This is an optimization exercise on Yosys and OpenROAD, whose aim is small area, not a production implementation.
The RTL was checked by simulation tests, not by an equivalence proof against the original design.
No activity file was given, so power comes from the tool's default toggle rates.

## flow/design.v

```verilog
`timescale 1ns / 1ns
module CPU (
    input [15:0] inst,
    input clk,
    input rst,
    input enable,
    input [15:0] data_in_memory,
    output reg read_write_memory,
    output reg [15:0] data_out_memory,
    output reg [8:0] addr,
    output reg [7:0] PC
);
    reg Z, N, C;
    reg [15:0] register_A;
    reg [15:0] register_B;
    reg Z_n, N_n, C_n;
    reg [15:0] A_n;
    reg [15:0] B_n;
    reg [7:0] PC_n;
    reg [15:0] register_temp;
    reg TempBranch;  
    wire [7:0] carry_matrix = 8'b11010100;
    always @(*) begin
        A_n = register_A;
        B_n = register_B;
        Z_n = Z;
        N_n = N;
        C_n = C;
        PC_n = PC + 1;
        register_temp = register_A;
        TempBranch = 0;
        read_write_memory = 0;
        addr = inst[8:0];
        data_out_memory = inst[11] ? register_B : register_A;
        case(inst[15:12])
            4'b0010:  
            begin
                if(inst[11]) begin
                    B_n = B_n + inst[7:0];
                end
                else begin
                    A_n = A_n + inst[7:0];
                end
                Z_n = A_n == 0;
                N_n = A_n[15];
                C_n = carry_matrix[{register_temp[15], B_n[15], A_n[15]}];
            end
            4'b0100:  
            begin
                A_n = A_n + B_n;
                Z_n = A_n == 0;
                N_n = A_n[15];
                C_n = carry_matrix[{register_temp[15], B_n[15], A_n[15]}];
            end
            4'b0101:  
            begin
                A_n = A_n - B_n;
                Z_n = A_n == 0;
                N_n = A_n[15];
                C_n = carry_matrix[{register_temp[15], B_n[15], A_n[15]}];
            end
            4'b0110:  
            begin
                A_n = A_n | B_n;
                Z_n = A_n == 0;
                N_n = A_n[15];
                C_n = carry_matrix[{register_temp[15], B_n[15], A_n[15]}];
            end
            4'b0111:  
            begin
                A_n = A_n & B_n;
                Z_n = A_n == 0;
                N_n = A_n[15];
                C_n = carry_matrix[{register_temp[15], B_n[15], A_n[15]}];
            end
            4'b1000:  
            begin
                A_n = A_n ^ B_n;
                Z_n = A_n == 0;
                N_n = A_n[15];
                C_n = carry_matrix[{register_temp[15], B_n[15], A_n[15]}];
            end
            4'b1001:  
            begin
                C_n = A_n[0];
                A_n = {1'b0, A_n[15:1]};
            end
            4'b1010:  
            begin
                B_n = A_n;
            end
            4'b1011:  
            begin
                A_n = B_n;
                B_n = register_temp;
            end
            4'b1100:  
            begin
                register_temp = A_n - B_n;
                Z_n = register_temp == 0;
                N_n = register_temp[15];
                C_n = carry_matrix[{A_n[15], B_n[15], register_temp[15]}];
            end
            4'b1101:  
            begin
                Z_n = inst[10] ? 1'b1 : Z_n;
                N_n = inst[9] ? 1'b1 : N_n;
                C_n = inst[8] ? 1'b1 : C_n;
            end
            4'b1110:  
            begin
                Z_n = inst[10] ? 1'b0 : Z_n;
                N_n = inst[9] ? 1'b0 : N_n;
                C_n = inst[8] ? 1'b0 : C_n;
            end
            4'b0000:  
            begin
                if(inst[11]) begin
                    if(inst[10]) begin
                        B_n = inst[9] ? {inst[7:0], 8'b00000000} : {8'b00000000, inst[7:0]};
                    end
                    else begin
                        B_n = data_in_memory;
                    end
                end
                else begin
                    if(inst[10]) begin
                        A_n = inst[9] ? {inst[7:0], 8'b00000000} : {8'b00000000, inst[7:0]};
                    end
                    else begin
                        A_n = data_in_memory;
                    end
                end
            end
            4'b0001:  
            begin
                read_write_memory = enable;
            end
            4'b0011:  
            begin
                if (inst[11] == 0) begin
                    if (inst[10] == Z |
                        inst[9] == N |
                        inst[8] == C) begin
                        TempBranch = 1;
                    end
                    else
                    if (inst[10] == 0 &&
                        inst[9] == 0 &&
                        inst[8] == 0) begin
                        TempBranch = 1;
                    end
                end
                else begin
                    if ((inst[10] == 1 && Z == 0) |
                        (inst[9] == 1 && N == 0) |
                        (inst[8] == 1 && C == 0)) begin
                        TempBranch = 1;
                    end
                    if (inst[10] == 1 &&
                        inst[9] == 1 &&
                        inst[8] == 1) begin
                        TempBranch = 1;
                    end
                end
                if (TempBranch == 1) begin
                    PC_n = inst[7:0];
                end
            end
            default: ;
        endcase
    end
    always @(posedge clk) begin
        if (rst) begin
            PC <= 0;
            register_A <= 0;
            register_B <= 0;
            Z <= 0;
            N <= 0;
            C <= 0;
        end
        else if (enable == 1'b1) begin
            PC <= PC_n;
            register_A <= A_n;
            register_B <= B_n;
            Z <= Z_n;
            N <= N_n;
            C <= C_n;
        end
    end
endmodule
```

## flow/run.sh

```bash
#!/bin/bash
# synth_recipe.tcl (not shown) runs the flow's synth.tcl, then flattens the netlist and writes it again
# the make line also repeats each setting of config.mk as NAME=value (left out here)
make -C /OpenROAD-flow-scripts/flow DESIGN_CONFIG=/design/flow/config.mk WORK_HOME=/design/flow/orfs CLKGATE_MAP_FILE= SYNTH_SCRIPT=/design/flow/synth_recipe.tcl finish
```

## flow/config.mk

```make
export PLATFORM = sky130hd
export DESIGN_NAME = CPU
export DESIGN_NICKNAME = CPU
export VERILOG_FILES = /design/flow/design.v
export SDC_FILE = /design/flow/constraint.sdc
export NUM_CORES = 4
export LEC_CHECK = 0
export CAP_MARGIN = 20
export CORE_MARGIN = 2
export CORE_UTILIZATION = 40
export SLEW_MARGIN = 20
```

## flow/constraint.sdc

```tcl
create_clock -name core_clock -period 5.0 [get_ports {clk}]
set_input_delay 1.0000 -clock core_clock [delete_from_list [all_inputs] [get_ports {clk}]]
set_output_delay 1.0000 -clock core_clock [all_outputs]
set_load 0.01 [all_outputs]
```

==> summary.txt <==
Logic synthesis
  – Cell accounting for the most synthesized area: ha_1
  – Yosys reg bits: 43
  – Post-Syn Nets: about 1.1k
  – Synth cell types: 75
  – Synth top area share: 12.3%
  – Main synth FF type: dfxtp_1
  – Syn avg cell area: roughly 6.9 um^2
  – Post-synthesis sequential area ratio: roughly an eighth
  – Commonest cells in the netlist: nor2_1, o21ai_0, a21oi_1, nand2_1, ha_1
  – Async S/R FF share, synth: 0%
  – EDFF count, synth: 0
  – Count leader, synth: nor2_1
  – Synth Cell Area: 0.00705 mm^2
  – Top cells by area, synth: ha_1, dfxtp_1, o21ai_0
  – Synth warn: 1
  – Gate count of the mapped netlist: 1020

Critical path
  – Crit path DAT: 3100 ps
  – CP Cell Sequence: clkdlybuf4s50_1 -> inv_1 -> nor2_1 -> and3_1 -> clkdlybuf4s50_1
  – Setup Crit Path Kind: primary input to output pin
  – Cell mode on critical path: clkdlybuf4s50_1
  – Bufs and invs on worst path: 3
  – Max FO, Critical Path: 18
  – Startpoint class of the critical path: primary input
  – Max incr delay on CP: 860 ps
  – Family with the most delay on the worst path: buffers and inverters
  – Crit-path slowest cell: clkdlybuf4s50_1
  – Worst path required time: 4000 ps
  – Crit end category: output pin

Clock network
  – Clk latency of the worst-skew pair: 290 ps
  – CTS Buf Count: 5
  – Max clock buf depth: 2
  – # resized after CTS: 0
  – CTS clock-pin slew for the worst setup and hold paths: 70 ps
  – H-tree levels: 2
  – Clock root cell: clkbuf_16
  – Hold-fix buffers, CTS: 0
  – Post-CTS setup buffer count: 0
  – Sink Count: 43
  – CTS tree: built

Cells and area
  – P&R area growth vs syn: 13.5%
  – Share of cells above drive strength 1: 4.68%
  – Final core occ: around 46%
  – Antenna cells: 0
  – Post-Layout Cell Count: 1272
  – # nets final: around 1.2k
  – # fillers: 1786

Placed design
  – Routability Congestion: between 1 and 1.5
  – Port bufs: 68
  – Hpwl dp: 21900 um
  – DP Cell Count: 1264

Global route
  – GRT overflow: 0
  – Largest net degree at the start of global routing: 43
  – Global-route wire length before repair: between 40000 and 50000 um
  – GRT Overall Usage: 30.1%
  – Vias in the first global route: 7465
  – Initial antenna violation count: 0

Die
  – Die Area: 0.0187 mm^2
  – Core area: around 0.017 mm^2
  – Die Wd: ~140 um
  – Initial Utilization: 40.9%
  – Die H: 137 um
  – # IOs: 69
  – Placement Rows: 48

STA
  – Worst slew pin tran: 914 ps
  – Final setup violation count: 0
  – Slew HR: 37.5%
  – Final hold viol count: 0
  – Clk_skew: slightly below 8 ps
  – Sum of negative setup slack: 0 ps
  – Slew Limit Fails: 0
  – Period minus WS final: around 4100 ps
  – Worst hold slack: between 500 and 600 ps
  – Period utilization: about 80%
  – Peak Freq: 244 MHz
  – RSZ-0062 raised after global routing: no

Drt
  – Vias per cell: 6.48
  – DR iter-0 viols: 1134
  – DRC viols: 0
  – Detail Route Antenna Nets: 0
  – TritonRoute pass-1 iters: 6
  – Wirelength, routed: approximately 28000 um
  – DR WL/cell: approximately 22 um
  – DR vias: slightly above 8k

Outcome
  – Status: complete, no violations

Power
  – Pwr dens: 182 mW/mm^2
  – Leak Pwr: 2.84 nW
  – Power Total: 0.00145 W
  – VDD IR-drop max: 127 uV

Job
  – Max Cap Viol: 0

Hold path
  – Min-Delay Path Class: flop to flop
worst register-to-register path: cells and delay by family (launching register included):
| family | cells | cell delay (ps) |
|---|---|---|
| flip-flops | 1 | 570 |
| buffers and inverters | 1 | 120 |
| AND/OR/NAND/NOR | 1 | 90 |
| adder cells (fa/ha/maj) | 1 | 530 |
| AO/OA/AOI/OAI | 6 | 2430 |
| multiplexers | 1 | 220 |
logic make-up (layout without fill, tap and decap cells):
family	after synthesis	in the layout	synth area share, %
multiplexers	6	6	0.852
XOR/XNOR	33	33	4.10
AND/OR/NAND/NOR	348	348	24.4
adder cells (fa/ha/maj)	73	73	13.4
flip-flops	43	43	12.2
buffers and inverters	131	158	7.97
AO/OA/AOI/OAI	386	386	37.0
sequential cells by signal, summed over array words and instances (netlist names):
register	flops
N	1
PC	8
register_B	16
C	1
register_A	16
Z	1
path summary, 6_finish.rpt:
| check | startpoint | endpoint | slack [ps] | depth (start not counted) |
|---|---|---|---|---|
| min | PC[1] | PC[1] | 520 | 2 |
| max reg2reg | register_A[2] | register_A[14] | 910 | 10 |
| max | inst[12] | read_write_memory | 900 | 5 |
| min reg2reg | PC[1] | PC[1] | 520 | 2 |
power by group:
group          total [W]  internal [W]  switching [W]
Combinational   0.000720      0.000281       0.000439
Sequential      0.000396      0.000359      0.0000366
Clock           0.000339      0.000185       0.000154
cells in the final DEF (no fill, tap or decap), types with 24 or more instances in the layout:
master / synthesis / layout
a211oi_1: 29 / 29
a21oi_1: 81 / 81
buf_4: 14 / 26
clkdlybuf4s50_1: 0 / 67
dfxtp_1: 43 / 43
ha_1: 69 / 69
inv_1: 56 / 56
nand2_1: 80 / 80
nand3_1: 24 / 24
nor2_1: 104 / 104
nor2b_1: 29 / 29
o21ai_0: 88 / 88
xnor2_1: 25 / 25
stage by stage:
stage	setup slack, ps	cell area (um^2)
after floorplan	1660	7050
after global placement	770	7850
after detailed placement	748	7850
after CTS	912	8000
after global routing	754	8000
final	896	8000
final cells by class:
| cell class | count | area [um^2] | area share [%] |
|---|---|---|---|
| Timing Repair Buffer | 94 | 871 | 10.9 |
| Clock inverter | 2 | 12.5 | 0.156 |
| Sequential cell | 43 | 861 | 10.8 |
| Clock buffer | 6 | 129 | 1.61 |
| Tap cell | 225 | 282 | 3.52 |
| Multi-Input combinational cell | 846 | 5630 | 70.4 |
| Inverter | 56 | 210 | 2.63 |
per-layer routing:
metal | track usage (%) | part of all wire, % | vias up
met5 | 0 | 0 | -
met4 | 8.56 | 2.7 | 0
met2 | 46.5 | 44 | 460
li1 | - | - | 3850
met1 | 42.4 | 44 | 3882
met3 | 5.74 | 9.5 | 54

-- port drivers added, routing unchanged --
How much do the figures lean on ideal ports? The routed layout below was timed once more, with nothing changed but the port constraints. Step 1 (the two cells are an assumption about what drives the block):
set clk [get_ports {clk}]
set_driving_cell -lib_cell sky130_fd_sc_hd__clkbuf_16 $clk
set_driving_cell -lib_cell sky130_fd_sc_hd__buf_2 [delete_from_list [all_inputs] $clk]
Step 2 moves the port delays by t, midway between the first and last clock arrival at a register: inputs arrive t later, outputs are due t later. That takes back most of the time a late clock gives input paths. Slacks: ideal / step 1 / step 2; pairs: ideal / step 1.
t (ns): 0.329
slack for setup (ns): 0.896 / 0.872 / 0.724
worst slew at a driven data input, ns: 0.03
After both steps this run still meets setup and hold. The setup slack of this run moves by -0.024 ns with the drivers and by -0.172 ns with both steps.
